Context: an optimization exercise on an open-source flow, tuned for small area. The choices shown serve that exercise and are no tape-out recipe.
Where RTL was checked, it was by simulation tests only, not by an equivalence proof against the original.
Power and IR drop assume default switching activity.

== the reference run ==
==> module ChaoShengBo, before the edit <==
module ChaoShengBo(
    input            clk,
    input            rst,
    input            Echo,
    input      [1:0] hwsignal,
    output reg [2:0] ctr,
    output reg       En,
    output reg       En_negedge,
    output reg       Trig,
    output reg       En_tag
    );
    localparam [16:0] CM = 17'h0aaaa;
    localparam [19:0] WM = 20'haaaaa;
    localparam [22:0] TM = 23'h2aaaaa;
    reg  [16:0] cr;
    wire [16:0] count = cr ^ CM;
    wire cend = (count == 17'h009fb);                    
    always @(posedge clk) begin
        cr <= (rst | cend) ? CM : ({count[15:0], ~(count[16] ^ count[13])} ^ CM);
        if (rst | cend) Trig <= 1'b0;
        else if (count == 17'h12404) Trig <= 1'b1;       
    end
    reg [23:0] tc;
    reg [1:0]  ET;
    reg        En_d;
    wire fall = ET[1] & ~ET[0];
    reg [24:0] tcc;
    integer i;
    always @* begin
        tcc[0] = Echo;
        for (i = 0; i < 24; i = i + 1) tcc[i+1] = tcc[i] & tc[i];
    end
    wire ge   = tc >= 24'h1e84;
    wire inr  = (tc >= 24'h4e) && (tc <= 24'h6b7);
    always @(posedge clk)
        if (rst) begin
            tc <= 24'd0;
            ET <= 2'b00;
            En <= 1'b0;
            En_d <= 1'b0;
        end else begin
            ET <= {ET[0], Echo};
            En_d <= En;
            tc <= (fall & (ge | inr)) ? 24'd0 : tc ^ tcc[23:0];
            if (fall & inr) En <= 1'b1;
            else if (fall & ge) En <= 1'b0;
        end
    wire negev = En_d & ~En;
    reg  [19:0] wr;
    wire [19:0] w = wr ^ WM;
    reg         p1, p2;
    wire neg1 = En_negedge | negev;
    wire e0 = ~p1 & (w == 20'hd87ff);
    wire e1 = (w == 20'h44a5f);
    wire e2 = p2 & (w == 20'h26bb6);
    wire wz = rst | ~neg1 | e0 | e1 | e2;
    always @(posedge clk) begin
        wr <= wz ? WM : ({w[18:0], ~(w[19] ^ w[16])} ^ WM);
        En_negedge <= ~rst & neg1 & ~e2;
        p1 <= ~rst & neg1 & ~e2 & (p1 | e0);
        p2 <= ~rst & neg1 & ~e2 & (p2 | e1);
    end
    reg        tag;
    reg [18:0] tgc;
    reg [22:0] ctr_;
    wire [22:0] ct = ctr_ ^ TM;
    wire tag1 = tag | negev;
    wire hit  = tag1 & ~hwsignal[0];
    reg [19:0] tgcc;                                 
    integer j;
    always @* begin
        tgcc[0] = hit;
        for (j = 0; j < 19; j = j + 1) tgcc[j+1] = tgcc[j] & tgc[j];
    end
    wire clr  = (hit & (tgc == 19'h5f5e0)) | (ct == 23'h777bea);   
    always @(posedge clk)
        if (rst | clr) begin
            tag <= 1'b0;
            tgc <= 19'd0;
        end else begin
            tag <= tag1;
            tgc <= tgc ^ tgcc[18:0];
        end
    always @(posedge clk)
        ctr_ <= (rst | clr | ~tag1) ? TM : ({ct[21:0], ~(ct[22] ^ ct[17])} ^ TM);
    always @(posedge clk)
        if (rst) En_tag <= 1'b0;
        else if (clr) En_tag <= 1'b0;
        else if (hit) En_tag <= 1'b1;
    always @(posedge clk)
        if (rst) ctr <= 3'b000;
        else if (hit) ctr <= 3'b110;
        else if (neg1) ctr <= {p1, p2, p2};
        else if (fall & inr) ctr <= 3'b111;
endmodule
export LEC_CHECK = 0
export CAP_MARGIN = 20
export CORE_MARGIN = 2
export CORE_UTILIZATION = 40
export CTS_BUF_LIST = sky130_fd_sc_hd__clkbuf_8
export PLACE_DENSITY = 0.6
export SLEW_MARGIN = 20
create_clock -name core_clock -period 10.0 [get_ports {clk}]
run.sh (not shown) runs the stock make flow with config.mk's settings and CLKGATE_MAP_FILE= SYNTH_SCRIPT=/design/flow/synth_recipe.tcl, a recipe that flattens the netlist after the stock synthesis.
The reference run completed end to end with timing, DRC and antenna clean.
The inputs of the trial run differ from those of the reference run as listed below.
--- a/flow/design.v
+++ b/flow/design.v
@@ -89,30 +89,24 @@
         else if (count == 17'h12404) Trig <= 1'b1;       
     end
     reg [23:0] tc;
     reg [1:0]  ET;
     reg        En_d;
     wire fall = ET[1] & ~ET[0];
-    reg [24:0] tcc;
-    integer i;
-    always @* begin
-        tcc[0] = Echo;
-        for (i = 0; i < 24; i = i + 1) tcc[i+1] = tcc[i] & tc[i];
-    end
     wire ge   = tc >= 24'h1e84;
     wire inr  = (tc >= 24'h4e) && (tc <= 24'h6b7);
     always @(posedge clk)
         if (rst) begin
             tc <= 24'd0;
             ET <= 2'b00;
             En <= 1'b0;
             En_d <= 1'b0;
         end else begin
             ET <= {ET[0], Echo};
             En_d <= En;
-            tc <= (fall & (ge | inr)) ? 24'd0 : tc ^ tcc[23:0];
+            tc <= (fall & (ge | inr)) ? 24'd0 : tc + {23'd0, Echo};
             if (fall & inr) En <= 1'b1;
             else if (fall & ge) En <= 1'b0;
         end
     wire negev = En_d & ~En;
     reg  [19:0] wr;
     wire [19:0] w = wr ^ WM;
@@ -131,26 +125,20 @@
     reg        tag;
     reg [18:0] tgc;
     reg [22:0] ctr_;
     wire [22:0] ct = ctr_ ^ TM;
     wire tag1 = tag | negev;
     wire hit  = tag1 & ~hwsignal[0];
-    reg [19:0] tgcc;                                 
-    integer j;
-    always @* begin
-        tgcc[0] = hit;
-        for (j = 0; j < 19; j = j + 1) tgcc[j+1] = tgcc[j] & tgc[j];
-    end
     wire clr  = (hit & (tgc == 19'h5f5e0)) | (ct == 23'h777bea);   
     always @(posedge clk)
         if (rst | clr) begin
             tag <= 1'b0;
             tgc <= 19'd0;
         end else begin
             tag <= tag1;
-            tgc <= tgc ^ tgcc[18:0];
+            tgc <= tgc + {18'd0, hit};
         end
     always @(posedge clk)
         ctr_ <= (rst | clr | ~tag1) ? TM : ({ct[21:0], ~(ct[22] ^ ct[17])} ^ TM);
     always @(posedge clk)
         if (rst) En_tag <= 1'b0;
         else if (clr) En_tag <= 1'b0;
- Compared with the reference run, in the trial run per-instance average area after synthesis moved down; reported net switching power increased by 7.9% relative to the old numbers.
- The trial run consumes more power than the reference run does.
- Compared with the reference run, in the trial run post-route standard cell area excluding fillers went up by 2.1%, area added between synthesis and finish went up by 0.21 points, all-layer global routing usage went up by 0.54 points, highest attainable clock frequency went up by 79 MHz.
- Run comparison: the reference run critical path start-end classification primary input to register; the trial run critical path start-end classification register to output port
For the trial run, only the layout was checked, not whether the RTL still works.

## separate check: timing with driven ports
In the flow no input, the clock included, has a driving cell. The finished layouts below were timed again as built, in two steps. Step 1, drivers: a clkbuf_16 drives clk and a buf_2 each remaining input, both assumed. Step 2, shift: input delay + t, output delay - t, t = (earliest + latest rising clock arrival at the registers) / 2. This alone moves slack from input paths to output paths. a / b / c = ideal ports / drivers / drivers and shift; a / b = the first two.
run | t, ns | slack for setup (ns) | hold WS [ns] | worst slew at a driven data input, ns
the reference run | 0.483 | 3.470 / 3.485 / 3.002 | 0.387 / 0.387 / 0.387 | 0.03
the trial run | 0.476 | 5.690 / 5.656 / 5.504 | 0.384 / 0.384 / 0.384 | 0.03
After both steps every run listed still meets setup and hold. For the reference run, which loses most, drivers alone change the setup slack by +0.015 ns; drivers and shift together by -0.468 ns.
